Context: an optimization exercise on an open-source flow, tuned for small area and a short achievable clock period. The choices shown serve that exercise and are no tape-out recipe.
The RTL was checked by simulation tests, not by an equivalence proof against the original design.
Power is estimated from default activity; no workload was simulated.

## design.v

```verilog
module PIPELINE_Processor(
  input clk,
  input reset,
  output [63:0] imem_addr,
  input  [31:0] imem_rdata,
  output [63:0] dmem_addr,
  output [63:0] dmem_wdata,
  output dmem_we,
  output dmem_re,
  input  [63:0] dmem_rdata,
  output wb_en,
  output [4:0] wb_rd,
  output [63:0] wb_data
);
  reg  [63:1] pc;
  reg         ifid_r, ifid_ld, ifid_sd, ifid_br, ifid_ai;    
  reg  [31:7] ifid_ins;
  reg  [63:1] ifid_pc;
  reg         idex_rw, idex_mr, idex_mw, idex_br;
  reg         idex_sub, idex_and, idex_or, idex_imm;
  reg         idex_fa, idex_fb;                           
  reg  [4:0]  idex_rd;
  reg  [11:0] idex_immv;
  reg  [63:0] idex_a, idex_b;
  reg  [63:1] idex_tgt;
  reg         exm_rw, exm_mr, exm_mw, exm_tk;
  reg  [4:0]  exm_rd;
  reg  [63:0] exm_alu, exm_wd;
  reg  [63:1] exm_tgt;
  reg         mwb_rw;
  reg  [4:0]  mwb_rd;
  reg  [63:0] mwb_d;
  wire [63:0] rf [1:31];
  reg  [31:1] rv;
  wire [6:0] op = imem_rdata[6:0];
  wire [63:1] pc_inc = pc + 63'd2;
  wire [63:1] pc_nx  = exm_tk ? exm_tgt : pc_inc;
  always @(posedge clk or posedge reset)
    if (reset) begin
      pc <= 63'd0;
      ifid_r <= 1'b0; ifid_ld <= 1'b0; ifid_sd <= 1'b0; ifid_br <= 1'b0; ifid_ai <= 1'b0;
    end else begin
      pc <= pc_nx;
      ifid_r  <= (op == 7'b0110011);
      ifid_ld <= (op == 7'b0000011);
      ifid_sd <= (op == 7'b0100011);
      ifid_br <= (op == 7'b1100011);
      ifid_ai <= (op == 7'b0010011);
    end
  always @(posedge clk) begin
    ifid_ins <= imem_rdata[31:7];
    ifid_pc  <= pc;
  end
  assign imem_addr = {pc, 1'b0};
  wire [4:0] rd  = ifid_ins[11:7];
  wire [4:0] rs1 = ifid_ins[19:15];
  wire [4:0] rs2 = ifid_ins[24:20];
  wire [3:0] fn  = {ifid_ins[30], ifid_ins[14:12]};
  wire [11:0] immI = ifid_ins[31:20];
  wire [11:0] immS = {ifid_ins[31:25], ifid_ins[11:7]};
  wire [12:1] immB = {ifid_ins[31], ifid_ins[7], ifid_ins[30:25], ifid_ins[11:8]};
  wire [63:1] tgt  = ifid_pc + {{51{immB[12]}}, immB};
  wire [63:0] mem_val = exm_mr ? dmem_rdata : exm_alu;
  reg [63:0] rf1, rf2;
  reg        v1, v2;
  integer i;
  always @(*) begin
    rf1 = 64'd0; rf2 = 64'd0; v1 = 1'b0; v2 = 1'b0;
    for (i = 1; i < 32; i = i + 1) begin
      if (rs1 == i && rv[i]) begin rf1 = rf1 | rf[i]; v1 = 1'b1; end
      if (rs2 == i && rv[i]) begin rf2 = rf2 | rf[i]; v2 = 1'b1; end
    end
  end
  wire [63:0] reg1 = v1 ? rf1 : {59'd0, rs1};
  wire [63:0] reg2 = v2 ? rf2 : {59'd0, rs2};
  wire exm_fw = exm_rw & (exm_rd != 5'd0);
  wire mwb_fw = mwb_rw & (mwb_rd != 5'd0);
  wire idex_fw = idex_rw & (idex_rd != 5'd0);
  wire [63:0] opa = (exm_fw && exm_rd == rs1) ? mem_val :
                    (mwb_fw && mwb_rd == rs1) ? mwb_d : reg1;
  wire [63:0] opb = (exm_fw && exm_rd == rs2) ? mem_val :
                    (mwb_fw && mwb_rd == rs2) ? mwb_d : reg2;
  always @(posedge clk or posedge reset)
    if (reset) begin
      idex_rw <= 1'b0; idex_mr <= 1'b0; idex_mw <= 1'b0; idex_br <= 1'b0;
    end else begin
      idex_rw <= ifid_r | ifid_ld | ifid_ai;
      idex_mr <= ifid_ld;
      idex_mw <= ifid_sd;
      idex_br <= ifid_br;
    end
  always @(posedge clk) begin
    idex_sub  <= ifid_r & (fn == 4'b1000);
    idex_and  <= ifid_r & (fn == 4'b0111);
    idex_or   <= ifid_r & (fn == 4'b0110);
    idex_imm  <= ifid_ld | ifid_sd | ifid_ai;
    idex_fa   <= idex_fw && idex_rd == rs1;
    idex_fb   <= idex_fw && idex_rd == rs2;
    idex_rd   <= rd;
    idex_immv <= ifid_sd ? immS : immI;
    idex_a    <= opa;
    idex_b    <= opb;
    idex_tgt  <= tgt;
  end
  wire [63:0] a  = idex_fa ? exm_alu : idex_a;
  wire [63:0] bf = idex_fb ? exm_alu : idex_b;
  wire [63:0] b  = idex_imm ? {{52{idex_immv[11]}}, idex_immv} : bf;
  wire [63:0] bx = b ^ {64{idex_sub}};
  wire [64:0] sum = {a, 1'b1} + {bx, idex_sub};
  wire [63:0] res = idex_and ? (a & b) : idex_or ? (a | b) : sum[64:1];
  wire        eq  = (a == bf);
  always @(posedge clk or posedge reset)
    if (reset) begin
      exm_rw <= 1'b0; exm_mr <= 1'b0; exm_mw <= 1'b0; exm_tk <= 1'b0;
    end else begin
      exm_rw <= idex_rw;
      exm_mr <= idex_mr;
      exm_mw <= idex_mw;
      exm_tk <= idex_br & eq;
    end
  always @(posedge clk) begin
    exm_rd  <= idex_rd;
    exm_alu <= res;
    exm_wd  <= bf;
    exm_tgt <= idex_tgt;
  end
  assign dmem_addr  = exm_alu;
  assign dmem_wdata = exm_wd;
  assign dmem_we    = exm_mw;
  assign dmem_re    = exm_mr;
  always @(posedge clk or posedge reset)
    if (reset) mwb_rw <= 1'b0;
    else       mwb_rw <= exm_rw;
  always @(posedge clk) begin
    mwb_rd <= exm_rd;
    mwb_d  <= mem_val;
  end
  assign wb_en   = mwb_rw;
  assign wb_rd   = mwb_rd;
  assign wb_data = mwb_d;
  genvar g;
  generate
    for (g = 1; g < 32; g = g + 1) begin : regs
      reg [63:0] x;
      always @(posedge clk)
        if (mwb_rw && mwb_rd == g) x <= mwb_d;
      assign rf[g] = x;
    end
  endgenerate
  always @(posedge clk or posedge reset)
    if (reset) rv <= 31'd0;
    else if (mwb_rw && mwb_rd != 5'd0) rv[mwb_rd] <= 1'b1;
endmodule
```

## run.sh

```bash
#!/bin/bash
# synth_recipe.tcl (not shown) runs the flow's synth.tcl, then flattens the netlist and writes it again
# the make line also repeats each setting of config.mk as NAME=value (left out here)
make -C /OpenROAD-flow-scripts/flow DESIGN_CONFIG=/design/flow/config.mk WORK_HOME=/design/flow/orfs CLKGATE_MAP_FILE= SYNTH_SCRIPT=/design/flow/synth_recipe.tcl finish
```

## config.mk

```make
export PLATFORM = sky130hd
export DESIGN_NAME = PIPELINE_Processor
export DESIGN_NICKNAME = PIPELINE_Processor
export VERILOG_FILES = /design/flow/design.v
export SDC_FILE = /design/flow/constraint.sdc
export NUM_CORES = 4
export LEC_CHECK = 0
export CAP_MARGIN = 20
export CORE_MARGIN = 2
export CORE_UTILIZATION = 22
export PLACE_DENSITY = 0.35
export SLEW_MARGIN = 20
```

## constraint.sdc

```tcl
create_clock -name core_clock -period 10.0 [get_ports {clk}]
set_input_delay 2.0000 -clock core_clock [delete_from_list [all_inputs] [get_ports {clk}]]
set_output_delay 2.0000 -clock core_clock [all_outputs]
set_load 0.01 [all_outputs]
```

==> results of run 1 <==
final cells by class:
class                           instances  area (sq um)
Fill cell                           53000        378000
Sequential cell                      2659         73700
Multi-Input combinational cell       5121         37800
Tap cell                             6916          8650
Clock buffer                          364          8130
Timing Repair Buffer                  629          6220
Clock inverter                        205          2610
Inverter                              176           666
Antenna cell                           28          70.1
power groups by stage:
stage	registers (mW)	clock network [mW]	logic, mW
6_report	12.3	12.3	1.12
5_1_grt	12.3	12.8	1.19
4_1_cts	12.3	12.5	1.11
3_5_place_dp	12.5	0	1.10
3_3_place_gp	12.5	0	1.10
2_1_floorplan	12.5	0	0.421
path summary, 6_finish.rpt:
kind / startpoint / endpoint / slack (ps) / cells past startpoint
min: idex_tgt[51] / exm_tgt[51] / 290 / 0
min reg2reg: idex_tgt[51] / exm_tgt[51] / 290 / 0
min in group asynchronous: reset / pc[38] / 1450 / 2
max in group asynchronous: reset / exm_tk / 7200 / 3
max: ifid_ins[21] / idex_b[1] / 4330 / 12
max reg2reg: ifid_ins[21] / idex_b[1] / 4330 / 12
synthesized netlist by cell type (all sizes together) (138+ instances only):
master and number:
nand4 265, o211ai 145, clkbuf 381, nand3 289, xnor2 191, nor3 154
a22o 554, a21oi 207, a221oi 574, dfxtp 567, buf 250, inv 176
ha 138, edfxtp 1984, a22oi 690, nor2 167, o21ai 369, nand2 400
state kept, by name, indices dropped and copies added, names as in the netlist, 12 cells and up:
signal and cells:
exm_alu 64, exm_tgt 63, exm_wd 64, idex_a 64, idex_b 64, idex_immv 12
idex_tgt 63, ifid_ins 25, ifid_pc 63, mwb_d 64, pc 63, regs.x 1984
rv 31
metrics by stage:
stage | std cells | total power [mW] | instance area, sq um
floorplan | 8587 | 12.9 | 114000
global placement | 15500 | 13.6 | 127000
detailed placement | 15500 | 13.6 | 127000
CTS | 16100 | 25.9 | 138000
global route | 16100 | 26.3 | 138000
finish | 16100 | 25.7 | 138000
worst max-delay path, stage by stage, from the launching register on:
cell and delay, ps:
dfxtp_1 1030, nand2_1 190, nor2_1 310, and3_4 1060, buf_4 610, nor4_1 100
nand4_1 170, nor2_1 290, a2111oi_0 890, buf_4 260, nand2_1 80, o211ai_1 120
o21ai_0 200
metal layers:
layer	wire, um	share of wire [%]
met5	54	0.0077
met4	35900	5.1
met3	84000	12
met2	295000	42
met1	289000	41
kinds of logic after synthesis:
kind of cell	after synthesis
AOI/OAI and AO/OA	2932
DFF	2659
and+or+nand+nor	1526
buffers and inverters	807
xor gates and xnor gates	311
muxes	212
adders and majority gates	139
other	1
==> run notes, run 1 <==
largest net degree at the start of global routing ~80; RSZ-0062 raised after global routing no; First-pass DRT Iterations 12; DRC viols 0; share of power burned in registers between 40% and 50%; Max Clk Rate about 0.18 GHz; Core Footprint approximately 520,000 sq um; Most used DFF post-synth edfxtp_1; proportion of layout cells with a drive suffix above 1 a little under an eighth; Critical Path RT between 10,000 and 15,000 ps; slew margin rel. under 10%; most common cell after layout, fill and taps aside edfxtp_1; CTS hold repair buffers 0; Synth area leader edfxtp_1; Synth Register Bits approximately 2,700; Slew @ Worst Pin 1370 ps; Final #Nets 9,136; Final setup viols 0; clock group share of total power 47.8%; Reg clk slew, reported paths 60 ps; type of origin of the critical path flip-flop; IO Count around 360; worst skew pair latency about 1100 ps; Port Buffers 360; detailed placement HPWL 400,000 um; Most Used Layer, Global Route met2; Global Route met1 Usage between 30% and 40%; unique cell type count in the Yosys netlist around 100; Area growth, synth to finish 21.2%; post-place setup slack around 4400 ps; Max Cap Viol 0; Compound-Gate Fraction of Synth Area about a fifth; mean post-synth cell area 13.2 sq um; Setup CP Type flip-flop to flip-flop; grt total ovfl 0; Hold Path Class flip-flop to flip-flop; Die H between 700 and 800 um; syn nets 8,824; top cells by area, synth edfxtp_1, dfxtp_1, a22oi_1, a221oi_1, a22o_1; share of the synthesized area in the top cell type a little over half; Post-Syn Area between 100,000 and 150,000 sq um; WL/cell 43.7 um; die area between 500,000 and 600,000 sq um; number of placement rows 264; post-CTS sizing 0; CP max FO 32; M2 GR Usage between 30 and 40%; routed vias/inst around 6.0; Comb power frac 4.4%; hold_ws between 200 and 300 ps; EDFF count, synth approximately 2,000; post-synthesis mux area share slightly below 2%; Int Power around 20 mW; gr usage total about 26%; Final Util a little over a quarter; Post-Synth Adder-Cell Area approximately 1.5%; switching power 6.15 mW; Max VDD drop between 0.0001 and 0.00015 V; XOR/XNOR share of the synthesized area 2.40%; chip width roughly 720 um; outcome complete, no violations; Post-Synth Simple-Gate Area 6.79%; Pwr Density around 190 nW/um^2; met3 usage 7.63%; Ys Warns 1; Final Cycle Share a little under three fifths; total number of vias 96,200; initial core utilization 22.0%; Final Max Slew Viols 0; Mapped Cells about 8,600; final hold violation count 0; Critical Path AT about 6500 ps; Setup Skew around 140 ps; first-pass GRT wire length roughly 910,000 um; CTS buffer count about 310; vias in the first global route slightly above 90,000; RD Place Congestion 0.925; Lkg Pwr 47.1 nW; main combinational cell family by area after synthesis compound AO/OA/AOI/OAI gates; clk buf depth 4; switching share of power roughly a quarter; ANT nets after route 0; Post-CTS Setup Bufs 0; Clock Tree Root clkbuf_16; fin worst setup slack roughly 4300 ps; CP endpoint kind flip-flop; DR iter-0 viols approximately 19,000; fin crit period around 5700 ps; Post-synth ARST share under 10%; register area share after synthesis 64.8%; CTS tree built; clk sinks between 2,000 and 3,000; initial antenna violation count about 50; WL final approximately 700,000 um; most frequent cells in the layout edfxtp_1, a22oi_1, a221oi_1, a22o_1, dfxtp_1; H-tree levels 5; setup_tns 0 ps
==> inputs of run 2 (changes only) <==
--- a/config.mk
+++ b/config.mk
@@ -8,5 +8,6 @@
 export CAP_MARGIN = 20
 export CORE_MARGIN = 2
-export CORE_UTILIZATION = 22
-export PLACE_DENSITY = 0.35
+export CORE_UTILIZATION = 50
+export PLACE_DENSITY = 0.6
+export SETUP_SLACK_MARGIN = 5
 export SLEW_MARGIN = 20
==> run 2 against run 1 <==
Against the previous run: wire length down 18%; first-iteration DRC count up 37%; largest cell class unchanged; worst setup slack better by 310 ps; clock skew down 72 ps; critical path type unchanged; final cell count down 24%; highest routed layer unchanged; combinational power about the same; flip-flop and latch count unchanged; critical endpoint is now idex_b[4].
==> run notes, run 2 <==
register area share after synthesis 64.8% (unchanged); syn nets 8,824 (unchanged); worst skew pair latency 990 ps (-80 ps); CTS hold repair buffers 0 (unchanged); Min-Delay Endpoint exm_tgt[23]; DR iter-0 viols 25,500 (+37%); Max VDD drop 0.000160 V (+9.2%); IO Count 362 (unchanged); ANT nets after route 0 (unchanged); clock group share of total power 45.6% (-2.2 points); Multi-input gate area 37,700 sq um (-0.27%); share of the synthesized area in the top cell type 52.4% (unchanged); initial antenna violation count 40 (-22%); first-pass GRT wire length 767,000 um (-15%); Pwr Density 186 nW/um^2 (-0.33%); EDFF count, synth 1,984 (unchanged); Mapped Cells 8,587 (unchanged); slew margin rel. 8.91% (+0.23 points); Setup CP Type flip-flop to flip-flop; flop-to-flop setup slack 4640 ps (+310 ps); share of power burned in registers 49.9% (+2.1 points); reg2reg end idex_b[4]; Core Footprint 227,000 sq um (-56%); chip width 481 um (-33%); CP endpoint kind flip-flop; max reg flops 1,984 (unchanged); initial core utilization 50.1% (+28 points); depth of the worst hold-timing path 0 (unchanged); Reg clk slew, reported paths 60 ps (about the same); most frequent cells in the layout edfxtp_1, a22oi_1, a221oi_1, a22o_1, dfxtp_1; Final setup viols 0 (unchanged); Area growth, synth to finish 15.9%; Ys Warns 1 (unchanged); Hold Path Class flip-flop to flip-flop; Clock Tree Root clkbuf_16; First-pass DRT Iterations 13 (+1); CTS tree built; proportion of layout cells with a drive suffix above 1 11.1% (-0.24 points); largest register by flop count regs.x; outcome complete, no violations; largest net degree at the start of global routing 124 (+51%); WL/cell 47.6 um (+8.9%); Synth area leader edfxtp_1; grt total ovfl 0 (unchanged); worst reg2reg path depth 11 (-1); CP max FO 35 (+9.4%); Die H 481 um (-33%); register area 73,700 sq um (unchanged); HP Start idex_tgt[23]; worst r2r src ifid_ins[20]; Most used DFF post-synth edfxtp_1; Max Cap Viol 0 (unchanged); CTS buffer count 295 (-5.4%); Post-synth ARST share 4.06% (unchanged); top cells by area, synth edfxtp_1, dfxtp_1, a22oi_1, a221oi_1, a22o_1; routed vias/inst 8.04 (+35%); RD Place Congestion 1.01 (+9.7%); Int Power 19.0 mW (-2.8%); Final Max Slew Viols 0 (unchanged); fill cell count 18,100 (-66%); final hold violation count 0 (unchanged); DRC viols 0 (unchanged); hold_ws 300 ps (+8.49 ps); Critical Path AT 6160 ps (-320 ps); vias in the first global route 90,000 (-1.3%); detailed placement HPWL 332,000 um (-17%); gr usage total 48.5% (+23 points); fin crit period 5360 ps (-312 ps); Lkg Pwr 46.7 nW (-0.75%); switching power 5.50 mW (-11%); H-tree levels 5 (unchanged); switching share of power 22.4% (-1.5 points); mean post-synth cell area 13.2 sq um (unchanged); Critical Path RT 10,800 ps (about the same); Setup Skew 65.0 ps (-71.9 ps); total number of vias 97,900 (+1.8%); most frequent cell after synthesis edfxtp_1; clk sinks 2,659 (unchanged); clk buf depth 4 (unchanged); Final Util 58.1% (+31 points); Max Clk Rate 0.187 GHz (+5.8%); type of origin of the critical path flip-flop; number of placement rows 175 (-34%); Final #Nets 9,155 (+0.21%); Port Buffers 360 (unchanged); Post-synth top cells edfxtp_1, a22oi_1, a221oi_1; unique cell type count in the Yosys netlist 101 (unchanged); most common cell after layout, fill and taps aside edfxtp_1; die area 231,000 sq um (-56%); Slew @ Worst Pin 1360 ps (-13.9 ps); WL final 579,000 um (-18%); setup_tns 0 ps (unchanged); Synth Register Bits 2,659 (unchanged); Post-Syn Area 114,000 sq um (unchanged); Final Cycle Share 53.6% (-3.1 points); RSZ-0062 raised after global routing no; Comb power frac 4.5% (about the same)
[run 2: logic make-up after synthesis]
| group | after synthesis | synth area share [%] |
|---|---|---|
| multiplexers | 212 | 1.96 |
| AND/OR/NAND/NOR | 1526 | 6.79 |
| other | 1 | 0.00330 |
| adder cells (fa/ha/maj) | 139 | 1.54 |
| AO/OA/AOI/OAI | 2932 | 19.8 |
| XOR/XNOR | 311 | 2.40 |
| flip-flops | 2659 | 64.8 |
| buffers and inverters | 807 | 2.79 |
[run 2: final cells by class]
type / instances / share of cell area (%)
sequential: 2659 / 55.9
antenna: 25 / 0.0475
timing repair buffer: 665 / 4.75
clock inverter: 138 / 1.24
multi-input combinational: 5121 / 28.6
inverter: 176 / 0.505
tap: 3009 / 2.86
clock buffer: 377 / 6.11
[run 2: worst max-delay path: stages, from the launching register on]
cell and delay (ps):
dfxtp_1 300, buf_4 260, nor2b_1 650, and3_4 790, buf_4 1010, nor4_1 190
nand4_1 170, nor2_1 200, a2111oi_1 1100, nand2_1 140, o211ai_1 150, o21ai_0 150
[run 2: worst max path at each step]
stage	start	end	slack, ps	cells after the start
after detailed placement	idex_fb	exm_alu[58]	4710	15
after global placement	idex_fb	exm_alu[63]	4670	14
after floorplan	reset	exm_mr	5150	1
final	ifid_ins[20]	idex_b[4]	4640	11
after global routing	idex_fb	exm_alu[62]	5000	15
after CTS	idex_fb	exm_alu[58]	5030	15
[run 2: timing repair]
action,4_1_cts,5_1_grt
pin swaps,0,0
resized for setup,6,10
buffers inserted,1,13
setup endpoints to repair,23,15
[run 2: power by group through the flow]
stage	Clock [mW]	Combinational, mW	Sequential, mW
2_1_floorplan	0	0.421	12.5
3_3_place_gp	0	1.05	12.5
3_5_place_dp	0	1.06	12.5
4_1_cts	11.1	1.07	12.2
5_1_grt	11.6	1.15	12.2
6_report	11.2	1.11	12.2
[run 2: routing by layer]
layer	global-route usage [%]	wire (um)
met5	0.539	398
met4	28.6	46700
met3	23.9	109000
met2	65.7	226000
met1	62.0	197000
[run 2: through the flow]
step                total power, mW  cells  setup WS, ps  cell area (sq um)
CTS                            24.4  12100          5030             131000
finish                         24.5  12200          4640             132000
global route                   25.0  12100          5000             132000
global placement               13.5  11600          4670             122000
floorplan                      12.9   8587          5150             114000
detailed placement             13.5  11600          4710             122000
==> inputs of run 3 (changes only) <==
--- a/design.v
+++ b/design.v
@@ -19,5 +19,4 @@
   reg         idex_rw, idex_mr, idex_mw, idex_br;
   reg         idex_sub, idex_and, idex_or, idex_imm;
-  reg         idex_fa, idex_fb;                           
   reg  [4:0]  idex_rd;
   reg  [11:0] idex_immv;
@@ -75,10 +74,10 @@
   wire [63:0] reg2 = v2 ? rf2 : {59'd0, rs2};
   wire exm_fw = exm_rw & (exm_rd != 5'd0);
-  wire mwb_fw = mwb_rw & (mwb_rd != 5'd0);
   wire idex_fw = idex_rw & (idex_rd != 5'd0);
-  wire [63:0] opa = (exm_fw && exm_rd == rs1) ? mem_val :
-                    (mwb_fw && mwb_rd == rs1) ? mwb_d : reg1;
-  wire [63:0] opb = (exm_fw && exm_rd == rs2) ? mem_val :
-                    (mwb_fw && mwb_rd == rs2) ? mwb_d : reg2;
+  wire [63:0] res;
+  wire [63:0] opa = (idex_fw && idex_rd == rs1) ? res :
+                    (exm_fw && exm_rd == rs1) ? mem_val : reg1;
+  wire [63:0] opb = (idex_fw && idex_rd == rs2) ? res :
+                    (exm_fw && exm_rd == rs2) ? mem_val : reg2;
   always @(posedge clk or posedge reset)
     if (reset) begin
@@ -95,6 +94,4 @@
     idex_or   <= ifid_r & (fn == 4'b0110);
     idex_imm  <= ifid_ld | ifid_sd | ifid_ai;
-    idex_fa   <= idex_fw && idex_rd == rs1;
-    idex_fb   <= idex_fw && idex_rd == rs2;
     idex_rd   <= rd;
     idex_immv <= ifid_sd ? immS : immI;
@@ -103,10 +100,11 @@
     idex_tgt  <= tgt;
   end
-  wire [63:0] a  = idex_fa ? exm_alu : idex_a;
-  wire [63:0] bf = idex_fb ? exm_alu : idex_b;
+  wire [63:0] a  = idex_a;
+  wire [63:0] bf = idex_b;
   wire [63:0] b  = idex_imm ? {{52{idex_immv[11]}}, idex_immv} : bf;
   wire [63:0] bx = b ^ {64{idex_sub}};
   wire [64:0] sum = {a, 1'b1} + {bx, idex_sub};
-  wire [63:0] res = idex_and ? (a & b) : idex_or ? (a | b) : sum[64:1];
+  wire [63:0] lg  = idex_and ? (a & b) : (a | b);
+  assign      res = (idex_and | idex_or) ? lg : sum[64:1];
   wire        eq  = (a == bf);
   always @(posedge clk or posedge reset)
@@ -144,5 +142,5 @@
       reg [63:0] x;
       always @(posedge clk)
-        if (mwb_rw && mwb_rd == g) x <= mwb_d;
+        if (exm_rw && exm_rd == g) x <= mem_val;
       assign rf[g] = x;
     end
@@ -150,4 +148,4 @@
   always @(posedge clk or posedge reset)
     if (reset) rv <= 31'd0;
-    else if (mwb_rw && mwb_rd != 5'd0) rv[mwb_rd] <= 1'b1;
+    else if (exm_fw) rv[exm_rd] <= 1'b1;
 endmodule
==> flow/run.sh (new file) <==
#!/bin/bash
set -euo pipefail
export SETUP_SLACK_MARGIN=6.2
export BUFFER_PORTS_ARGS="-buffer_cell sky130_fd_sc_hd__buf_2"
bash standard.sh > standard_flow.log 2>&1
==> standard.sh (new file) <==
#!/bin/bash
# synth_recipe.tcl (not shown) runs the flow's synth.tcl, then flattens the netlist and writes it again
# the make line also repeats each setting of config.mk as NAME=value (left out here)
make -C /OpenROAD-flow-scripts/flow DESIGN_CONFIG=/design/flow/config.mk WORK_HOME=/design/flow/orfs CLKGATE_MAP_FILE= SYNTH_SCRIPT=/design/flow/synth_recipe.tcl "${@:-finish}"
--- a/config.mk
+++ b/config.mk
@@ -8,6 +8,7 @@
 export CAP_MARGIN = 20
 export CORE_MARGIN = 2
-export CORE_UTILIZATION = 50
-export PLACE_DENSITY = 0.6
-export SETUP_SLACK_MARGIN = 5
+export CORE_UTILIZATION = 45
+export CTS_CLUSTER_DIAMETER = 60
+export CTS_CLUSTER_SIZE = 30
+export PLACE_DENSITY = 0.55
 export SLEW_MARGIN = 20
removed: run.sh
==> run 3 against run 2 <==
Against the previous run: largest power group unchanged; via count rose by 0.82%; synthesized cell count down 3.2%; highest routed layer unchanged; register-to-register slack better by 1200 ps; global-route usage shrank 0.83 points.
==> run notes, run 3 <==
gr usage total 47.6% (-0.83 points); type of origin of the critical path flip-flop; first-pass GRT wire length 809,000 um (+5.4%); Area growth, synth to finish 16.9%; Min-Delay Endpoint exm_tgt[32]; WL final 625,000 um (+7.9%); depth of the worst hold-timing path 0 (unchanged); CP max FO 29 (-17%); HP Start idex_tgt[32]; number of placement rows 183 (+4.6%); Max Clk Rate 0.243 GHz (+30%); Final #Nets 8,957 (-2.2%); Pwr Density 169 nW/um^2 (-9.4%); RSZ-0062 raised after global routing yes; initial antenna violation count 91 (+130%); worst skew pair latency 960 ps (-30 ps); H-tree levels 4 (-1); Post-Syn Area 112,000 sq um (-1.3%); flop-to-flop setup slack 5890 ps (+1250 ps); CTS tree built; outcome complete, no violations; vias in the first global route 88,300 (-1.9%); max reg flops 1,984 (unchanged); proportion of layout cells with a drive suffix above 1 19.4% (+8.3 points); DRC viols 0 (unchanged); Slew @ Worst Pin 1370 ps (+18.4 ps); final hold violation count 0 (unchanged); Post-synth top cells edfxtp_1, a221oi_1, a22o_1; Lkg Pwr 46.7 nW (about the same); unique cell type count in the Yosys netlist 89 (-12%); Setup Skew 76.7 ps (+11.7 ps); total number of vias 98,700 (+0.82%); IO Count 362 (unchanged); Port Buffers 360 (unchanged); initial core utilization 45.2% (-4.9 points); Mapped Cells 8,311 (-3.2%); Max Cap Viol 0 (unchanged); worst reg2reg path depth 9 (-2); chip width 503 um (+4.7%); most frequent cell after synthesis edfxtp_1; post-place setup slack 4340 ps (-375 ps); DR iter-0 viols 24,500 (-3.8%); detailed placement HPWL 332,000 um (about the same); Most used DFF post-synth edfxtp_1; fin worst setup slack 5890 ps (+1250 ps); Clock Tree Root clkbuf_16; Die H 503 um (+4.7%); clk sinks 2,657 (-0.075%); CP endpoint kind flip-flop; Area after DPL 119,000 sq um (-2.4%); largest register by flop count regs.x; share of the synthesized area in the top cell type 53.1% (+0.71 points); reg2reg end idex_a[31]; Critical Path AT 4910 ps (-1250 ps); Final Max Slew Viols 0 (unchanged); WL/cell 50.8 um (+6.6%); syn nets 8,548 (-3.1%); clk buf depth 3 (-1); routed vias/inst 8.01 (-0.36%); Post-synth ARST share 4.06% (about the same); Ys Warns 1 (unchanged); design area 131,000 sq um (-0.45%); die area 253,000 sq um (+9.5%); top cells by area, synth edfxtp_1, dfxtp_1, a221oi_1, a22o_1, dfrtp_1; Core Footprint 248,000 sq um (+9.4%); Critical Path RT 10,800 ps (about the same); Hold Path Class flip-flop to flip-flop; most common cell after layout, fill and taps aside edfxtp_1; most frequent cells in the layout edfxtp_1, a221oi_1, a22o_1, dfxtp_1, buf_2; Reg clk slew, reported paths 90 ps (+30 ps); RD Place Congestion 0.944 (-7.0%); Setup CP Type flip-flop to flip-flop; mean post-synth cell area 13.5 sq um (+1.9%); slew margin rel. 7.88% (-1.0 points); EDFF count, synth 1,984 (unchanged); fin crit period 4110 ps (-1250 ps); Synth area leader edfxtp_1; worst r2r src ifid_ins[18]; register area share after synthesis 65.6% (+0.85 points); grt total ovfl 0 (unchanged); Final Cycle Share 41.1% (-12 points); ANT nets after route 0 (unchanged); setup_tns 0 ps (unchanged); Synth Register Bits 2,657 (-0.075%); largest net degree at the start of global routing 73 (-41%); First-pass DRT Iterations 13 (unchanged); CTS buffer count 185 (-37%); Max VDD drop 0.000214 V (+34%); Final setup viols 0 (unchanged)
run 3: cell count changes after synthesis, moves of 57 or more:
cell      change
a21oi_1      +99
a221oi_1    +187
a22o_1      +172
a22oi_1     -342
inv_1        -65
mux2i_1      -88
nand2_1      -57
nand3_1     -144
o211ai_1     -68
o21ai_0      -94
run 3: power breakdown:
part / switching [mW] / internal [mW]
clock: 4.80 / 4.10
sequential: 0.159 / 12.0
combinational: 0.739 / 0.314
run 3: worst max-delay path by stage:
| stage | cells after the start | slack (ps) | end | startpoint |
|---|---|---|---|---|
| after floorplan | 5 | 5810 | regs[16].x[0] | exm_rd[0] |
| after global placement | 15 | 4280 | idex_a[46] | idex_imm |
| after detailed placement | 15 | 4340 | idex_b[46] | idex_imm |
| after CTS | 18 | 6080 | idex_b[50] | idex_imm |
| after global routing | 19 | 6040 | idex_b[63] | idex_imm |
| final | 9 | 5890 | idex_a[31] | ifid_ins[18] |
run 3: kinds of logic (layout without fill, tap and decap cells):
| kind of cell | count (synthesis) | in the layout | share of synthesized area [%] |
|---|---|---|---|
| AO/OA/AOI/OAI | 2951 | 2951 | 20.5 |
| XOR/XNOR | 300 | 300 | 2.34 |
| adder cells (fa/ha/maj) | 140 | 140 | 1.57 |
| buffers and inverters | 745 | 1299 | 2.57 |
| flip-flops | 2657 | 2657 | 65.6 |
| multiplexers | 95 | 95 | 0.906 |
| other | 1 | 100 | 0.00334 |
| AND/OR/NAND/NOR | 1422 | 1442 | 6.51 |
run 3: what timing repair did:
action | 4_1_cts | 5_1_grt
buffers inserted | 146 | 70
gates resized for setup | 321 | 254
hold buffers | 0 | 0
endpoints found under the setup margin | 410 | 267
cloned | 32 | 4
endpoints found under the hold margin | 0 | 0
pin swaps | 86 | 90
run 3: metal layers:
metal	wire length, um	share of wire, %	global-route usage [%]	vias to the layer above
li1	-	-	-	35300
met1	211000	34	58.3	48400
met2	239000	38	63.2	11600
met3	115000	18	26.0	3353
met4	57200	9.2	32.5	66
met5	2300	0.37	4.63	-
run 3: final cells by class:
class                      instances  area, sq um
fill                           20800       117000
sequential                      2657        73700
multi-input combinational       4929        38900
timing repair buffer             836         6770
clock buffer                     202         4870
tap                             3330         4170
clock inverter                   150         2200
inverter                         111          423
antenna                           99          248
run 3: through the flow:
stage / total power, mW / instances / hold slack [ps] / utilization [%]
floorplan: 12.8 / 8311 / 310 / -
global placement: 13.3 / 11600 / 310 / 47.8
detailed placement: 13.3 / 11600 / 312 / 47.9
CTS: 22.0 / 12100 / 320 / 52.0
global route: 22.5 / 12200 / 320 / 52.8
finish: 22.1 / 12300 / 322 / 52.9
run 3: worst max-delay path, stage by stage, from the launching register on:
cell and delay, ps:
dfxtp_2 440, nor2_4 510, and3_4 600, buf_8 430, buf_8 460, a221oi_1 220
nand4_1 150, or3_1 380, o21ai_0 380, o21ai_0 290
==> inputs of run 4 (changes only) <==
--- a/design.v
+++ b/design.v
@@ -16,4 +16,5 @@
   reg         ifid_r, ifid_ld, ifid_sd, ifid_br, ifid_ai;    
   reg  [31:7] ifid_ins;
+  reg  [31:1] ifid_s1, ifid_s2;                             
   reg  [63:1] ifid_pc;
   reg         idex_rw, idex_mr, idex_mw, idex_br;
@@ -33,4 +34,8 @@
   reg  [31:1] rv;
   wire [6:0] op = imem_rdata[6:0];
+  function [31:1] dec5(input [4:0] r);
+    integer j;
+    for (j = 1; j < 32; j = j + 1) dec5[j] = (r == j);
+  endfunction
   wire [63:1] pc_inc = pc + 63'd2;
   wire [63:1] pc_nx  = exm_tk ? exm_tgt : pc_inc;
@@ -49,4 +54,6 @@
   always @(posedge clk) begin
     ifid_ins <= imem_rdata[31:7];
+    ifid_s1  <= dec5(imem_rdata[19:15]);
+    ifid_s2  <= dec5(imem_rdata[24:20]);
     ifid_pc  <= pc;
   end
@@ -67,6 +74,8 @@
     rf1 = 64'd0; rf2 = 64'd0; v1 = 1'b0; v2 = 1'b0;
     for (i = 1; i < 32; i = i + 1) begin
-      if (rs1 == i && rv[i]) begin rf1 = rf1 | rf[i]; v1 = 1'b1; end
-      if (rs2 == i && rv[i]) begin rf2 = rf2 | rf[i]; v2 = 1'b1; end
+      if (ifid_s1[i]) rf1 = rf1 | rf[i];
+      if (ifid_s2[i]) rf2 = rf2 | rf[i];
+      v1 = v1 | (ifid_s1[i] & rv[i]);
+      v2 = v2 | (ifid_s2[i] & rv[i]);
     end
   end
==> flow/run.sh (replaced) <==
#!/bin/bash
set -euo pipefail
export SETUP_SLACK_MARGIN=6.3
export BUFFER_PORTS_ARGS="-buffer_cell sky130_fd_sc_hd__buf_2"
bash standard.sh > standard_flow.log 2>&1
--- a/config.mk
+++ b/config.mk
@@ -8,7 +8,7 @@
 export CAP_MARGIN = 20
 export CORE_MARGIN = 2
-export CORE_UTILIZATION = 45
+export CORE_UTILIZATION = 35
 export CTS_CLUSTER_DIAMETER = 60
 export CTS_CLUSTER_SIZE = 30
-export PLACE_DENSITY = 0.55
+export PLACE_DENSITY = 0.5
 export SLEW_MARGIN = 20
==> run 4 against run 3 <==
Against the previous run: sequential power about the same; highest routed layer unchanged; combinational power is 61% higher; area after synthesis is 1.1% higher; sequential share of layout area grew 0.083 points; worst hold slack lost 18 ps; clock-buffer cell count rose by 41; largest power group unchanged; core utilization is 12 points lower; synthesized cell count grew 3.3%; register-to-register slack improved by 30 ps; critical path type unchanged; via count down 2.0%.
==> run notes, run 4 <==
routed vias/inst 7.17 (-11%); initial core utilization 35.1% (-10 points); die area 329,000 sq um (+30%); clk buf depth 4 (+1); ANT nets after route 0 (unchanged); Final Max Slew Viols 0 (unchanged); hold_ws 303 ps (-18.5 ps); Critical Path AT 5000 ps (+90 ps); detailed placement HPWL 355,000 um (+6.9%); CP most frequent cell buf_4; flop-to-flop setup slack 5920 ps (+30 ps); Synth Register Bits 2,719 (+2.3%); RSZ-0062 raised after global routing yes; chip width 573 um (+14%); fill cell count 29,800 (+44%); slowest stage cell, crit path dfxtp_4; CTS tree built; Final setup viols 0 (unchanged); first-pass GRT wire length 812,000 um (+0.35%); Core Footprint 323,000 sq um (+30%); gr usage total 36.0% (-12 points); worst reg2reg path depth 9 (unchanged); proportion of layout cells with a drive suffix above 1 18.9% (-0.51 points); reg2reg end idex_b[36]; max reg flops 1,984 (unchanged); First-pass DRT Iterations 11 (-2); vias in the first global route 89,200 (+1.1%); fin crit period 4080 ps (-27.0 ps); worst skew pair latency 1030 ps (+70 ps); Placed Cells 12,900 (+11%); Lkg Pwr 46.2 nW (-1.2%); Clock Tree Root clkbuf_16; Synth area leader edfxtp_1; H-tree levels 4 (unchanged); EDFF count, synth 1,984 (unchanged); WP depth 9 (unchanged); total number of vias 96,700 (-2.0%); Slew @ Worst Pin 1340 ps (-38.2 ps); WL/cell 46.0 um (-9.3%); Port Buffers 360 (unchanged); Comb power frac 6.9% (+2.1 points); cell family with most CP delay buffers and inverters; clk sinks 2,719 (+2.3%); Area growth, synth to finish 17.8%; Mapped Cells 8,582 (+3.3%); fin worst setup slack 5920 ps (+27.0 ps); largest register by flop count regs.x; post-place setup slack 4240 ps (-102 ps); worst path bufs/invs 2 (unchanged); top cells by area, synth edfxtp_1, dfxtp_1, a22oi_1, a221oi_1, a22o_1; Final Util 41.3% (-12 points); grt total ovfl 0 (unchanged); Cell Count, Final, Fillers Out 13,500 (+9.6%); type of origin of the critical path flip-flop; number of placement rows 209 (+14%); Overall Power 24.4 mW (+10%); Final Cycle Share 40.8% (-0.27 points); WL final 622,000 um (-0.56%); Int Power 17.7 mW (+7.7%); Post-synth ARST share 3.97% (-0.093 points); switching power 6.68 mW (+17%); Setup Skew 84.2 ps (+7.45 ps); Reg clk slew, reported paths 80 ps (about the same); Final #Nets 9,177 (+2.5%); DR iter-0 viols 21,400 (-13%); Max VDD drop 0.000168 V (-21%); IO Count 362 (unchanged); design area 134,000 sq um (+1.9%); Setup crit end idex_b[36]; syn nets 8,819 (+3.2%); most common cell after layout, fill and taps aside edfxtp_1; unique cell type count in the Yosys netlist 85 (-4.5%); Ys Warns 1 (unchanged); Area after DPL 121,000 sq um (+1.9%); setup_tns 0 ps (unchanged); Die H 573 um (+14%); Max Cap Viol 0 (unchanged); switching share of power 27.4% (+1.7 points); DRC viols 0 (unchanged); CP endpoint kind flip-flop; slew margin rel. 10.3% (+2.4 points); Setup CP Type flip-flop to flip-flop; Most used DFF post-synth edfxtp_1; initial antenna violation count 81 (-11%); mean post-synth cell area 13.2 sq um (-2.1%); outcome complete, no violations; Hold Path Class flip-flop to flip-flop; Max Clk Rate 0.245 GHz (+0.66%); Crit path largest cell delay 930 ps (+330 ps); CTS hold repair buffers 0 (unchanged); final hold violation count 0 (unchanged); most frequent cell after synthesis edfxtp_1; Pwr Density 182 nW/um^2 (+8.1%); crit-path cells buf_4 > buf_4 > a22o_1 > a221oi_1 > nand4_1 > o211ai_1 > o21ai_1 > nor2_1 > a21oi_1; most frequent cells in the layout edfxtp_1, a22oi_1, dfxtp_1, a221oi_1, a22o_1; clock group share of total power 41.8% (+1.6 points); largest net degree at the start of global routing 84 (+15%); RD Place Congestion 0.991 (+5.0%); share of power burned in registers 51.2% (-3.8 points); Post-synth top cells edfxtp_1, a22oi_1, dfxtp_1; Critical Path RT 10,920 ps (+120 ps); share of the synthesized area in the top cell type 52.5% (-0.60 points); CTS buffer count 229 (+24%); worst r2r src ifid_s2[4]; Setup crit start ifid_s2[4]; register area share after synthesis 66.0% (+0.36 points); Post-Syn Area 113,000 sq um (+1.1%); CP max FO 25 (-14%)
run 4: what timing repair did:
| item | in CTS | in global routing |
|---|---|---|
| buffers inserted | 100 | 60 |
| resized for setup | 354 | 181 |
| setup endpoints to repair | 712 | 304 |
| cloned | 7 | 2 |
| pin swaps | 89 | 92 |
run 4: per-layer routing:
metal | routed length, um | vias up | global-route usage, %
met5 | 832 | - | 0.160
met4 | 46900 | 60 | 21.8
met3 | 101000 | 2697 | 15.7
met2 | 252000 | 9996 | 51.1
met1 | 220000 | 48400 | 45.1
li1 | - | 35600 | -
run 4: power groups by stage:
| stage | sequential [mW] | combinational (mW) | clock (mW) |
|---|---|---|---|
| floorplan | 12.6 | 0.719 | 0 |
| detailed placement | 12.7 | 1.48 | 0 |
| finish | 12.5 | 1.69 | 10.2 |
| global route | 12.5 | 1.72 | 10.6 |
| global placement | 12.7 | 1.47 | 0 |
| CTS | 12.5 | 1.54 | 10.2 |
run 4: cells by family (layout without fill, tap and decap cells):
group	after synthesis	after routing	share of synthesized area [%]
AO/OA/AOI/OAI	3001	3001	20.0
XOR/XNOR	315	315	2.43
adder cells (fa/ha/maj)	142	142	1.57
buffers and inverters	792	1345	2.64
flip-flops	2719	2719	66.0
multiplexers	92	92	0.835
other	1	36	0.00331
AND/OR/NAND/NOR	1520	1524	6.59
run 4: final cells by class:
type,instances,area (sq um),area share (%)
Sequential cell,2719,75200,56.2
Multi-Input combinational cell,5075,38100,28.5
Clock buffer,243,5890,4.40
Timing Repair Buffer,761,5780,4.32
Tap cell,4325,5410,4.05
Clock inverter,187,2640,1.97
Inverter,152,598,0.447
Antenna cell,35,87.6,0.0655
Timing Repair inverter,2,16.3,0.0122
run 4: how the worst min path moves through the flow:
stage,slack [ps],start,endpoint,depth (start not counted)
floorplan,310,idex_tgt[10],exm_tgt[10],0
global placement,310,idex_tgt[2],exm_tgt[2],0
detailed placement,310,idex_tgt[27],exm_tgt[27],0
CTS,290,idex_tgt[2],exm_tgt[2],0
global route,300,idex_tgt[5],exm_tgt[5],0
finish,300,idex_tgt[5],exm_tgt[5],0
==> inputs of run 5 (changes only) <==
--- a/design.v
+++ b/design.v
@@ -16,11 +16,9 @@
   reg         ifid_r, ifid_ld, ifid_sd, ifid_br, ifid_ai;    
   reg  [31:7] ifid_ins;
-  reg  [31:1] ifid_s1, ifid_s2;                             
   reg  [63:1] ifid_pc;
   reg         idex_rw, idex_mr, idex_mw, idex_br;
-  reg         idex_sub, idex_and, idex_or, idex_imm;
+  reg         idex_add, idex_sub, idex_and, idex_or;       
   reg  [4:0]  idex_rd;
-  reg  [11:0] idex_immv;
-  reg  [63:0] idex_a, idex_b;
+  reg  [63:0] idex_a, idex_b, idex_sd;
   reg  [63:1] idex_tgt;
   reg         exm_rw, exm_mr, exm_mw, exm_tk;
@@ -34,8 +32,4 @@
   reg  [31:1] rv;
   wire [6:0] op = imem_rdata[6:0];
-  function [31:1] dec5(input [4:0] r);
-    integer j;
-    for (j = 1; j < 32; j = j + 1) dec5[j] = (r == j);
-  endfunction
   wire [63:1] pc_inc = pc + 63'd2;
   wire [63:1] pc_nx  = exm_tk ? exm_tgt : pc_inc;
@@ -54,6 +48,4 @@
   always @(posedge clk) begin
     ifid_ins <= imem_rdata[31:7];
-    ifid_s1  <= dec5(imem_rdata[19:15]);
-    ifid_s2  <= dec5(imem_rdata[24:20]);
     ifid_pc  <= pc;
   end
@@ -65,4 +57,5 @@
   wire [11:0] immI = ifid_ins[31:20];
   wire [11:0] immS = {ifid_ins[31:25], ifid_ins[11:7]};
+  wire [11:0] immX = ifid_sd ? immS : immI;
   wire [12:1] immB = {ifid_ins[31], ifid_ins[7], ifid_ins[30:25], ifid_ins[11:8]};
   wire [63:1] tgt  = ifid_pc + {{51{immB[12]}}, immB};
@@ -74,8 +67,6 @@
     rf1 = 64'd0; rf2 = 64'd0; v1 = 1'b0; v2 = 1'b0;
     for (i = 1; i < 32; i = i + 1) begin
-      if (ifid_s1[i]) rf1 = rf1 | rf[i];
-      if (ifid_s2[i]) rf2 = rf2 | rf[i];
-      v1 = v1 | (ifid_s1[i] & rv[i]);
-      v2 = v2 | (ifid_s2[i] & rv[i]);
+      if (rs1 == i && rv[i]) begin rf1 = rf1 | rf[i]; v1 = 1'b1; end
+      if (rs2 == i && rv[i]) begin rf2 = rf2 | rf[i]; v2 = 1'b1; end
     end
   end
@@ -99,22 +90,21 @@
     end
   always @(posedge clk) begin
+    idex_add  <= ~(ifid_r & (fn == 4'b1000 || fn == 4'b0111 || fn == 4'b0110));
     idex_sub  <= ifid_r & (fn == 4'b1000);
     idex_and  <= ifid_r & (fn == 4'b0111);
     idex_or   <= ifid_r & (fn == 4'b0110);
-    idex_imm  <= ifid_ld | ifid_sd | ifid_ai;
     idex_rd   <= rd;
-    idex_immv <= ifid_sd ? immS : immI;
     idex_a    <= opa;
-    idex_b    <= opb;
+    idex_b    <= (ifid_ld | ifid_sd | ifid_ai) ? {{52{immX[11]}}, immX} :
+                 opb ^ {64{ifid_r & (fn == 4'b1000)}};
+    idex_sd   <= opb;
     idex_tgt  <= tgt;
   end
-  wire [63:0] a  = idex_a;
-  wire [63:0] bf = idex_b;
-  wire [63:0] b  = idex_imm ? {{52{idex_immv[11]}}, idex_immv} : bf;
-  wire [63:0] bx = b ^ {64{idex_sub}};
-  wire [64:0] sum = {a, 1'b1} + {bx, idex_sub};
-  wire [63:0] lg  = idex_and ? (a & b) : (a | b);
-  assign      res = (idex_and | idex_or) ? lg : sum[64:1];
-  wire        eq  = (a == bf);
+  wire [63:0] a   = idex_a;
+  wire [63:0] b   = idex_b;
+  wire [64:0] sum = {a, 1'b1} + {b, idex_sub};       
+  assign      res = ({64{idex_add | idex_sub}} & sum[64:1]) |
+                    ({64{idex_and}} & (a & b)) | ({64{idex_or}} & (a | b));
+  wire        eq  = (a == b);
   always @(posedge clk or posedge reset)
     if (reset) begin
@@ -129,5 +119,5 @@
     exm_rd  <= idex_rd;
     exm_alu <= res;
-    exm_wd  <= bf;
+    exm_wd  <= idex_sd;
     exm_tgt <= idex_tgt;
   end
==> flow/run.sh (replaced) <==
#!/bin/bash
set -euo pipefail
export SETUP_SLACK_MARGIN=6.5
export BUFFER_PORTS_ARGS="-buffer_cell sky130_fd_sc_hd__buf_2"
export CTS_ARGS="-sink_clustering_enable -repair_clock_nets -sink_clustering_size 30 -sink_clustering_max_diameter 60 -dont_use_dummy_load"
bash standard.sh > standard_flow.log 2>&1
==> run 5 against run 4 <==
Against the previous run: clock skew increased by 13 ps; area after synthesis barely moved; maximum frequency decreased by 0.91%; wire length rose by 8.8%; register-to-register slack worse by 40 ps; core utilization is 1.1 points higher; die area about the same; worst hold slack improved by 8.0 ps; non-clock buffer count rose by 384; largest power group unchanged; clock power is 26% lower.
==> run notes, run 5 <==
Critical Path RT 10,760 ps (-160 ps); Final #Nets 9,545 (+4.0%); chip width 574 um (about the same); CP endpoint kind flip-flop; largest net degree at the start of global routing 70 (-17%); type of origin of the critical path flip-flop; outcome complete, no violations; most frequent cells in the layout edfxtp_1, a22oi_1, a22o_1, dfxtp_1, a221oi_1; Post-Syn Area 114,000 sq um (about the same); Area after DPL 121,000 sq um (about the same); initial core utilization 35.1% (about the same); hold_ws 311 ps (+7.96 ps); slew margin rel. 12.1% (+1.8 points); Max VDD drop 0.000133 V (-21%); First-pass DRT Iterations 14 (+3); crit-path cells nor2b_4 > and3_4 > buf_6 > a221oi_1 > nand4_1 > or4_1 > a31oi_1 > a21oi_1; Final Cycle Share 41.2% (+0.37 points); Synth area leader edfxtp_1; Ys Warns 1 (unchanged); Mapped Cells 8,493 (-1.0%); Core Footprint 323,000 sq um (unchanged); gr usage total 38.7% (+2.6 points); Die H 574 um (about the same); fin crit period 4120 ps (+37.4 ps); number of placement rows 209 (unchanged); setup_tns 0 ps (unchanged); proportion of layout cells with a drive suffix above 1 23.5% (+4.7 points); largest register by flop count regs.x; Slew @ Worst Pin 1320 ps (-17.8 ps); Post-synth ARST share 3.99% (+0.015 points); Reg clk slew, reported paths 80 ps (about the same); WL final 676,000 um (+8.8%); unique cell type count in the Yosys netlist 91 (+7.1%); EDFF count, synth 1,984 (unchanged); Pwr Density 154 nW/um^2 (-15%); most common cell after layout, fill and taps aside edfxtp_1; Overall Power 21.2 mW (-13%); cell family with most CP delay simple AND/OR/NAND/NOR gates; first-pass GRT wire length 859,000 um (+5.8%); clk sinks 2,709 (-0.37%); share of the synthesized area in the top cell type 52.5% (about the same); Critical Path AT 4880 ps (-120 ps); CTS buffer count 204 (-11%); Lkg Pwr 49.0 nW (+6.1%); top cells by area, synth edfxtp_1, dfxtp_1, a221oi_1, a22oi_1, a22o_1; detailed placement HPWL 353,000 um (-0.64%); Crit path largest cell delay 890 ps (-40 ps); CP max FO 26 (+4.0%); Setup CP Type flip-flop to flip-flop; Area growth, synth to finish 20.9%; clk buf depth 4 (unchanged); Post-synth top cells edfxtp_1, a22oi_1, dfxtp_1; die area 329,000 sq um (about the same); vias in the first global route 90,700 (+1.6%); worst skew pair latency 1000 ps (-30 ps); DRC viols 0 (unchanged); grt total ovfl 0 (unchanged); Final Util 42.4% (+1.1 points); mean post-synth cell area 13.4 sq um (+1.1%); DR iter-0 viols 25,400 (+18%); max reg flops 1,984 (unchanged); Most used DFF post-synth edfxtp_1; Synth Register Bits 2,709 (-0.37%); Hold Path Class flip-flop to flip-flop; Port Buffers 360 (unchanged); initial antenna violation count 118 (+46%); slowest stage cell, crit path and3_4; design area 137,000 sq um (+2.7%); syn nets 8,796 (-0.26%); IO Count 362 (unchanged); Final Max Slew Viols 0 (unchanged); most frequent cell after synthesis edfxtp_1; Final setup viols 0 (unchanged); RSZ-0062 raised after global routing yes; total number of vias 103,000 (+6.1%); routed vias/inst 7.50 (+4.6%); H-tree levels 4 (unchanged); CTS tree built; Clock Tree Root clkbuf_16; worst path bufs/invs 1 (-1); Max Cap Viol 0 (unchanged); WL/cell 49.4 um (+7.3%); final hold violation count 0 (unchanged); RD Place Congestion 0.970 (-2.1%); register area share after synthesis 65.7% (-0.24 points); Setup Skew 97.3 ps (+13.1 ps); Max Clk Rate 0.243 GHz (-0.91%); ANT nets after route 0 (unchanged)
## run 5: cell count changes after synthesis, sizes merged, moves of 70 or more
cell / before / now
mux2: 11 / 81
and3: 28 / 100
a22o: 466 / 563
buf: 200 / 306
nor3: 64 / 152
nor2: 356 / 184
or4: 96 / 14
clkbuf: 440 / 325
nand3: 391 / 265
nand4: 166 / 240
o211ai: 33 / 107
a22oi: 891 / 666
a21oi: 334 / 220
## run 5: path summary, 6_finish.rpt
check                      depth (start not counted)     endpoint  slack [ps]         start
max reg2reg                                        8    idex_a[2]        5880  ifid_ins[18]
min reg2reg                                        0  exm_tgt[15]         310  idex_tgt[15]
max                                                8    idex_a[2]        5880  ifid_ins[18]
max in group asynchronous                          4       exm_tk        7190         reset
min                                                0  exm_tgt[15]         310  idex_tgt[15]
min in group asynchronous                          3      idex_mw        1250         reset
## run 5: per-layer routing
metal  share of wire (%)  vias to the layer above  GRT usage (%)
met5                0.26                        -           3.12
met4                 9.5                       77           26.5
met3                  18                     3501           19.6
met2                  38                    12400           50.8
met1                  35                    50700           48.5
li1                    -                    35900              -
## run 5: kinds of logic after synthesis
logic type / synth area share, %
DFF: 65.7
muxes: 0.918
xor gates and xnor gates: 2.02
other: 0.00330
buffers and inverters: 2.95
and+or+nand+nor: 6.62
adders and majority gates: 2.27
AOI/OAI and AO/OA: 19.5
## run 5: report_power, final
part           total, mW  switching [mW]  internal, mW  leakage (nW)
sequential          12.4           0.129          12.2          25.2
combinational       1.24           0.848         0.387          21.4
clock               7.59            4.01          3.58          2.51
total               21.2            4.98          16.2          49.0
## run 5: cell type report
type	instances	area (sq um)
antenna	122	305
clock buffer	204	5100
fill	29600	186000
inverter	221	858
multi-input combinational	4961	39700
sequential	2709	74900
tap	4325	5410
timing repair buffer	1145	11000
## run 5: stage by stage
| stage | cells | setup WS (ps) |
|---|---|---|
| after global placement | 12800 | 4570 |
| after floorplan | 8493 | 5870 |
| after global routing | 13600 | 6150 |
| after detailed placement | 12800 | 4580 |
| after CTS | 13400 | 6310 |
| final | 13700 | 5880 |
## run 5: what timing repair did
action | 4_1_cts | 5_1_grt
pin swaps | 154 | 227
resized for setup | 798 | 431
setup endpoints to repair | 909 | 305
buffers inserted | 329 | 182
hold buffers | 0 | 0
cloned | 49 | 16
==> inputs of run 6 (changes only) <==
--- a/design.v
+++ b/design.v
@@ -16,4 +16,5 @@
   reg         ifid_r, ifid_ld, ifid_sd, ifid_br, ifid_ai;    
   reg  [31:7] ifid_ins;
+  reg  [31:1] ifid_s1, ifid_s2;                             
   reg  [63:1] ifid_pc;
   reg         idex_rw, idex_mr, idex_mw, idex_br;
@@ -32,4 +33,8 @@
   reg  [31:1] rv;
   wire [6:0] op = imem_rdata[6:0];
+  function [31:1] dec5(input [4:0] r);
+    integer j;
+    for (j = 1; j < 32; j = j + 1) dec5[j] = (r == j);
+  endfunction
   wire [63:1] pc_inc = pc + 63'd2;
   wire [63:1] pc_nx  = exm_tk ? exm_tgt : pc_inc;
@@ -48,4 +53,6 @@
   always @(posedge clk) begin
     ifid_ins <= imem_rdata[31:7];
+    ifid_s1  <= dec5(imem_rdata[19:15]);
+    ifid_s2  <= dec5(imem_rdata[24:20]);
     ifid_pc  <= pc;
   end
@@ -61,16 +68,17 @@
   wire [63:1] tgt  = ifid_pc + {{51{immB[12]}}, immB};
   wire [63:0] mem_val = exm_mr ? dmem_rdata : exm_alu;
-  reg [63:0] rf1, rf2;
-  reg        v1, v2;
+  wire [31:1] e1 = ifid_s1 & rv;
+  wire [31:1] e2 = ifid_s2 & rv;
+  reg  [63:0] rf1, rf2;
   integer i;
   always @(*) begin
-    rf1 = 64'd0; rf2 = 64'd0; v1 = 1'b0; v2 = 1'b0;
+    rf1 = 64'd0; rf2 = 64'd0;
     for (i = 1; i < 32; i = i + 1) begin
-      if (rs1 == i && rv[i]) begin rf1 = rf1 | rf[i]; v1 = 1'b1; end
-      if (rs2 == i && rv[i]) begin rf2 = rf2 | rf[i]; v2 = 1'b1; end
+      rf1 = rf1 | ({64{e1[i]}} & rf[i]);
+      rf2 = rf2 | ({64{e2[i]}} & rf[i]);
     end
   end
-  wire [63:0] reg1 = v1 ? rf1 : {59'd0, rs1};
-  wire [63:0] reg2 = v2 ? rf2 : {59'd0, rs2};
+  wire [63:0] reg1 = rf1 | {59'd0, rs1 & {5{~|e1}}};
+  wire [63:0] reg2 = rf2 | {59'd0, rs2 & {5{~|e2}}};
   wire exm_fw = exm_rw & (exm_rd != 5'd0);
   wire idex_fw = idex_rw & (idex_rd != 5'd0);
==> flow/run.sh (replaced) <==
#!/bin/bash
set -euo pipefail
export SETUP_SLACK_MARGIN=6.3
export BUFFER_PORTS_ARGS="-buffer_cell sky130_fd_sc_hd__buf_2"
export CTS_ARGS="-sink_clustering_enable -repair_clock_nets -sink_clustering_size 30 -sink_clustering_max_diameter 60 -dont_use_dummy_load"
bash standard.sh > standard_flow.log 2>&1
==> run 6 against run 5 <==
Against the previous run: clock-buffer cell count up 25; flip-flop and latch count up 62; die area up 1.3%; critical path type unchanged.
==> run notes, run 6 <==
outcome complete, no violations; initial antenna violation count 60 (-49%); EDFF count, synth 1,984 (unchanged); Final Cycle Share 39.2% (-2.0 points); Crit path largest cell delay 710 ps (-180 ps); clock group share of total power 37.4% (+1.6 points); Pwr Density 165 nW/um^2 (+7.0%); First-pass DRT Iterations 10 (-4); switching share of power 22.8% (-0.70 points); Setup Skew 164 ps (+66.4 ps); most frequent cells in the layout edfxtp_1, a221oi_1, a22o_1, dfxtp_1, a22oi_1; grt total ovfl 0 (unchanged); clk sinks 2,771 (+2.3%); setup_tns 0 ps (unchanged); clk buf depth 4 (unchanged); Post-synth top cells edfxtp_1, dfxtp_1, a221oi_1; design area 131,000 sq um (-4.2%); WL final 631,000 um (-6.7%); RD Place Congestion 0.974 (+0.42%); worst r2r src ifid_s1[21]; fill cell count 30,300 (+2.6%); worst path bufs/invs 3 (+2); max reg flops 1,984 (unchanged); slew margin rel. 14.5% (+2.4 points); WL/cell 47.5 um (-3.8%); Lkg Pwr 46.2 nW (-5.7%); depth of the worst hold-timing path 0 (unchanged); WP depth 11 (+3); routed vias/inst 7.31 (-2.5%); DR iter-0 viols 22,000 (-13%); worst skew pair latency 1000 ps (about the same); Post-synth ARST share 3.90% (-0.089 points); share of the synthesized area in the top cell type 51.8% (-0.69 points); die area 333,000 sq um (+1.3%); Synth Register Bits 2,771 (+2.3%); Comb power frac 4.5% (-1.3 points); proportion of layout cells with a drive suffix above 1 15.8% (-7.7 points); largest register by flop count regs.x; switching power 4.95 mW (-0.60%); fin crit period 3920 ps (-199 ps); Cell Count, Final, Fillers Out 13,300 (-3.0%); Post-Syn Area 115,000 sq um (+1.3%); Max VDD drop 0.000142 V (+7.0%); chip width 577 um (+0.66%); HP Start idex_tgt[21]; register area share after synthesis 65.9% (+0.21 points); Placed Cells 12,900 (+0.64%); Most used DFF post-synth edfxtp_1; most common cell after layout, fill and taps aside edfxtp_1; type of origin of the critical path flip-flop; Final setup viols 0 (unchanged); Int Power 16.8 mW (+3.4%); Clock Tree Root clkbuf_16; vias in the first global route 88,800 (-2.1%); CTS tree built; share of power burned in registers 58.1% (-0.3 points); total number of vias 97,000 (-5.5%); Synth area leader edfxtp_1; hold_ws 272 ps (-39.2 ps); Setup CP Type flip-flop to flip-flop; CP endpoint kind flip-flop; top cells by area, synth edfxtp_1, dfxtp_1, a221oi_1, a22o_1, a22oi_1; IO Count 362 (unchanged); slowest stage cell, crit path a2111oi_0; Slew @ Worst Pin 1280 ps (-35.8 ps); Reg clk slew, reported paths 90 ps (about the same); first-pass GRT wire length 810,000 um (-5.7%); Mapped Cells 8,533 (+0.47%); initial core utilization 35.2% (+0.073 points); Ys Warns 1 (unchanged); Die H 577 um (+0.66%); gr usage total 35.8% (-2.8 points); Critical Path RT 10,770 ps (about the same); Final #Nets 9,192 (-3.7%); CP max FO 16 (-38%); Overall Power 21.7 mW (+2.5%); syn nets 8,836 (+0.45%); worst reg2reg path depth 11 (+3); cell family with most CP delay compound AO/OA/AOI/OAI gates; Max Clk Rate 0.255 GHz (+5.1%); RSZ-0062 raised after global routing yes; unique cell type count in the Yosys netlist 89 (-2.2%); H-tree levels 4 (unchanged); detailed placement HPWL 352,000 um (-0.29%); ANT nets after route 0 (unchanged); Core Footprint 327,000 sq um (+1.1%); CTS buffer count 229 (+12%); number of placement rows 210 (+0.48%); Hold Path Class flip-flop to flip-flop; Port Buffers 360 (unchanged); Area growth, synth to finish 14.2%; Critical Path AT 4690 ps (-190 ps); DRC viols 0 (unchanged); mean post-synth cell area 13.5 sq um (+0.86%); Max Cap Viol 0 (unchanged); most frequent cell after synthesis edfxtp_1; Area after DPL 123,000 sq um (+1.5%); Final Max Slew Viols 0 (unchanged); final hold violation count 0 (unchanged); Setup crit start ifid_s1[21]; largest net degree at the start of global routing 105 (+50%); crit-path cells and2_4 > buf_4 > buf_6 > nor4_1 > nand4_1 > nor2_1 > buf_4 > a2111oi_0 > a21oi_1 > nor2_1 > a21oi_1
==> run 6: cell types whose count changed in the layout (fill, tap and decap cells not counted), moves of 99 or more <==
cell / change
a221oi_1: +136
dfxtp_1: +99
nand3_1: -114
a22oi_1: -183
buf_6: -100
buf_4: -230
==> run 6: final timing paths <==
path                               end  slack [ps]
setup / recovery             idex_a[1]        6080
hold / removal             exm_tgt[21]         270
setup reg to reg             idex_a[1]        6080
hold reg to reg            exm_tgt[21]         270
max in group asynchronous       pc[30]        7060
min in group asynchronous       rv[25]        1180
==> run 6: power by group through the flow <==
| stage | logic [mW] | clock network, mW | registers, mW |
|---|---|---|---|
| global placement | 0.871 | 0 | 12.9 |
| detailed placement | 0.881 | 0 | 12.9 |
| global route | 1.02 | 8.52 | 12.6 |
| floorplan | 0.440 | 0 | 12.8 |
| CTS | 0.920 | 8.13 | 12.6 |
| finish | 0.980 | 8.12 | 12.6 |
==> run 6: area by class of cell <==
type	count	area (sq um)	area share, %
timing repair buffer	744	5610	4.26
tap	4346	5440	4.14
multi-input combinational	4932	37900	28.8
antenna	40	100	0.0761
sequential	2771	75900	57.8
clock buffer	229	5730	4.36
inverter	211	801	0.609
==> run 6: timing repair <==
action	CTS	global route
pin swaps	35	47
resized for setup	189	167
setup endpoints to repair	566	155
gates cloned	8	11
hold buffers	0	0
buffers inserted	46	71
==> run 6: metal layers <==
| layer | up-vias | track usage (%) | routed length [um] |
|---|---|---|---|
| met2 | 10700 | 49.8 | 248000 |
| met4 | 43 | 20.9 | 50100 |
| met3 | 2849 | 16.6 | 109000 |
| li1 | 35200 | - | - |
| met5 | - | 0.539 | 795 |
| met1 | 48200 | 45.2 | 223000 |
==> run 6: cell families after synthesis <==
| kind of cell | count (synthesis) | synth area share, % |
|---|---|---|
| compound gates | 2879 | 19.5 |
| flops | 2771 | 65.9 |
| simple gates | 1455 | 6.47 |
| buf+inv | 846 | 2.81 |
| xor+xnor | 265 | 2.02 |
| fa+ha+maj | 205 | 2.24 |
| mux | 111 | 1.03 |
| other cells | 1 | 0.00326 |
==> run 6: through the flow <==
step                      worst slack (ps)  utilization [%]
after floorplan                       5780                -
after global placement                4550             37.5
after detailed placement              4600             37.6
after CTS                             6220             39.7
after global routing                  6130             40.2
final                                 6080             40.2
==> inputs of run 7 (changes only) <==
==> flow/run.sh (replaced) <==
#!/bin/bash
set -euo pipefail
export SETUP_SLACK_MARGIN=6.3
export BUFFER_PORTS_ARGS="-buffer_cell sky130_fd_sc_hd__buf_2"
export CTS_ARGS="-sink_clustering_enable -repair_clock_nets -sink_clustering_size 24 -sink_clustering_max_diameter 50 -dont_use_dummy_load"
bash standard.sh > standard_flow.log 2>&1
--- a/config.mk
+++ b/config.mk
@@ -8,7 +8,7 @@
 export CAP_MARGIN = 20
 export CORE_MARGIN = 2
-export CORE_UTILIZATION = 35
-export CTS_CLUSTER_DIAMETER = 60
-export CTS_CLUSTER_SIZE = 30
-export PLACE_DENSITY = 0.5
+export CORE_UTILIZATION = 25
+export CTS_CLUSTER_DIAMETER = 50
+export CTS_CLUSTER_SIZE = 24
+export PLACE_DENSITY = 0.4
 export SLEW_MARGIN = 20
==> run 7 against run 6 <==
Against the previous run: largest power group unchanged; maximum frequency rose by 0.37%; still clean on timing, DRC and antenna; register-to-register slack barely moved; global-route usage shrank 7.1 points.
==> run notes, run 7 <==
DRC viols 0 (unchanged); hold_ws 294 ps (+21.8 ps); Compound-Gate Fraction of Synth Area 19.5% (unchanged); outcome complete, no violations; Port Buffers 360 (unchanged); Slew @ Worst Pin 1330 ps (+51.5 ps); Area growth, synth to finish 20.4%; Min-Delay Endpoint exm_tgt[6]; number of placement rows 249 (+19%); WL/cell 45.8 um (-3.6%); Final #Nets 9,395 (+2.2%); depth of the worst hold-timing path 0 (unchanged); share of the synthesized area in the top cell type 51.8% (unchanged); fin worst setup slack 6090 ps (+14.5 ps); Reg clk slew, reported paths 70 ps (-20 ps); Post-Synth Adder-Cell Area 2.24% (unchanged); design area 139,000 sq um (+5.4%); proportion of layout cells with a drive suffix above 1 18.6% (+2.8 points); worst path bufs/invs 2 (-1); largest register by flop count regs.x; clk buf depth 4 (unchanged); Crit path largest cell delay 740 ps (+30 ps); worst r2r src exm_rd[0]; gr usage total 28.7% (-7.1 points); register area share after synthesis 65.9% (unchanged); Setup CP Type flip-flop to flip-flop; initial core utilization 25.1% (-10 points); ANT nets after route 0 (unchanged); CTS tree built; RSZ-0062 raised after global routing yes; max reg flops 1,984 (unchanged); First-pass DRT Iterations 13 (+3); Max Clk Rate 0.256 GHz (+0.37%); Final Max Slew Viols 0 (unchanged); initial antenna violation count 88 (+47%); EDFF count, synth 1,984 (unchanged); XOR/XNOR share of the synthesized area 2.02% (unchanged); slew margin rel. 11.1% (-3.4 points); most common cell after layout, fill and taps aside edfxtp_1; WL final 700,000 um (+11%); most frequent cell after synthesis edfxtp_1; HP Start idex_tgt[6]; setup_tns 0 ps (unchanged); Die H 683 um (+18%); type of origin of the critical path flip-flop; Ys Warns 1 (unchanged); die area 466,000 sq um (+40%); flop-to-flop setup slack 6090 ps (about the same); clk sinks 2,771 (unchanged); Synth area leader edfxtp_1; post-place setup slack 4630 ps (+29.4 ps); Core Footprint 459,000 sq um (+40%); worst reg2reg path depth 10 (-1); RD Place Congestion 0.924 (-5.1%); routed vias/inst 6.32 (-14%); cell family with most CP delay simple AND/OR/NAND/NOR gates; IO Count 362 (unchanged); register area 76,000 sq um (+0.11%); CP endpoint kind flip-flop; Setup Skew 122 ps (-42.1 ps); CTS buffer count 384 (+68%); vias in the first global route 91,100 (+2.6%); worst skew pair latency 1050 ps (+50 ps); final hold violation count 0 (unchanged); post-synthesis mux area share 1.03% (unchanged); Most used DFF post-synth edfxtp_1; mean post-synth cell area 13.5 sq um (unchanged); detailed placement HPWL 388,000 um (+10%); grt total ovfl 0 (unchanged); reg2reg end idex_a[13]; Synth Register Bits 2,771 (unchanged)
run 7: cell count changes in the layout (fill, tap and decap cells not counted), moves of 8 or more:
cell       before  now
o22ai_4         0    9
buf_4         283  332
o22ai_1        51   42
a21oi_1       178  167
buf_12         42   53
clkbuf_16     232  385
dfxtp_1       653  623
a21oi_2        14   24
dfrtp_2        12   20
o21ai_0       281  265
dfxtp_4         6   23
dfxtp_2        20   33
run 7: final cells by class:
class / instances / area share, %
flip-flops and latches: 2771 / 54.9
multi-input cells: 4927 / 27.5
clock buffers: 384 / 6.93
well taps: 6149 / 5.55
repair buffers: 797 / 4.47
inverters: 211 / 0.582
diodes: 43 / 0.0776
run 7: worst max-delay path by stage:
| stage | end |
|---|---|
| final | idex_a[13] |
| after global routing | idex_b[63] |
| after CTS | idex_b[0] |
| after detailed placement | idex_b[22] |
| after global placement | idex_b[22] |
| after floorplan | regs[16].x[0] |
run 7: kinds of logic after synthesis:
family | count (synthesis)
compound gates | 2879
flops | 2771
simple gates | 1455
buf+inv | 846
xor+xnor | 265
fa+ha+maj | 205
mux | 111
other cells | 1
run 7: stage by stage:
stage / instances / power, mW
floorplan: 8533 / 13.3
global placement: 14700 / 13.8
detailed placement: 14700 / 13.8
CTS: 15200 / 25.2
global route: 15200 / 25.7
finish: 15300 / 25.1
run 7: routing by layer:
| layer | share of wire [%] | GRT usage (%) |
|---|---|---|
| met3 | 14 | 10.4 |
| met1 | 36 | 35.5 |
| met5 | 0.12 | 0.237 |
| met4 | 7.6 | 17.1 |
| met2 | 42 | 42.7 |
run 7: timing repair:
action | in CTS | in global routing
resized for setup | 339 | 155
setup endpoints to repair | 628 | 155
pin swaps | 64 | 68
cloned | 11 | 5
setup buffers | 71 | 75
run 7: where the power goes:
part           internal (mW)  leakage, nW  switching, mW
Clock                   6.63         4.73           4.83
Sequential              12.5         25.8          0.151
Combinational          0.289         18.1          0.716
Total                   19.4         48.6           5.69

Setup slack of run 7, layout unchanged: 6.093 ns with ideal ports, 6.093 ns with driving cells assumed (clock clkbuf_16, inputs buf_2), 5.670 ns with port delays also shifted by the 1.096 ns mid clock arrival.
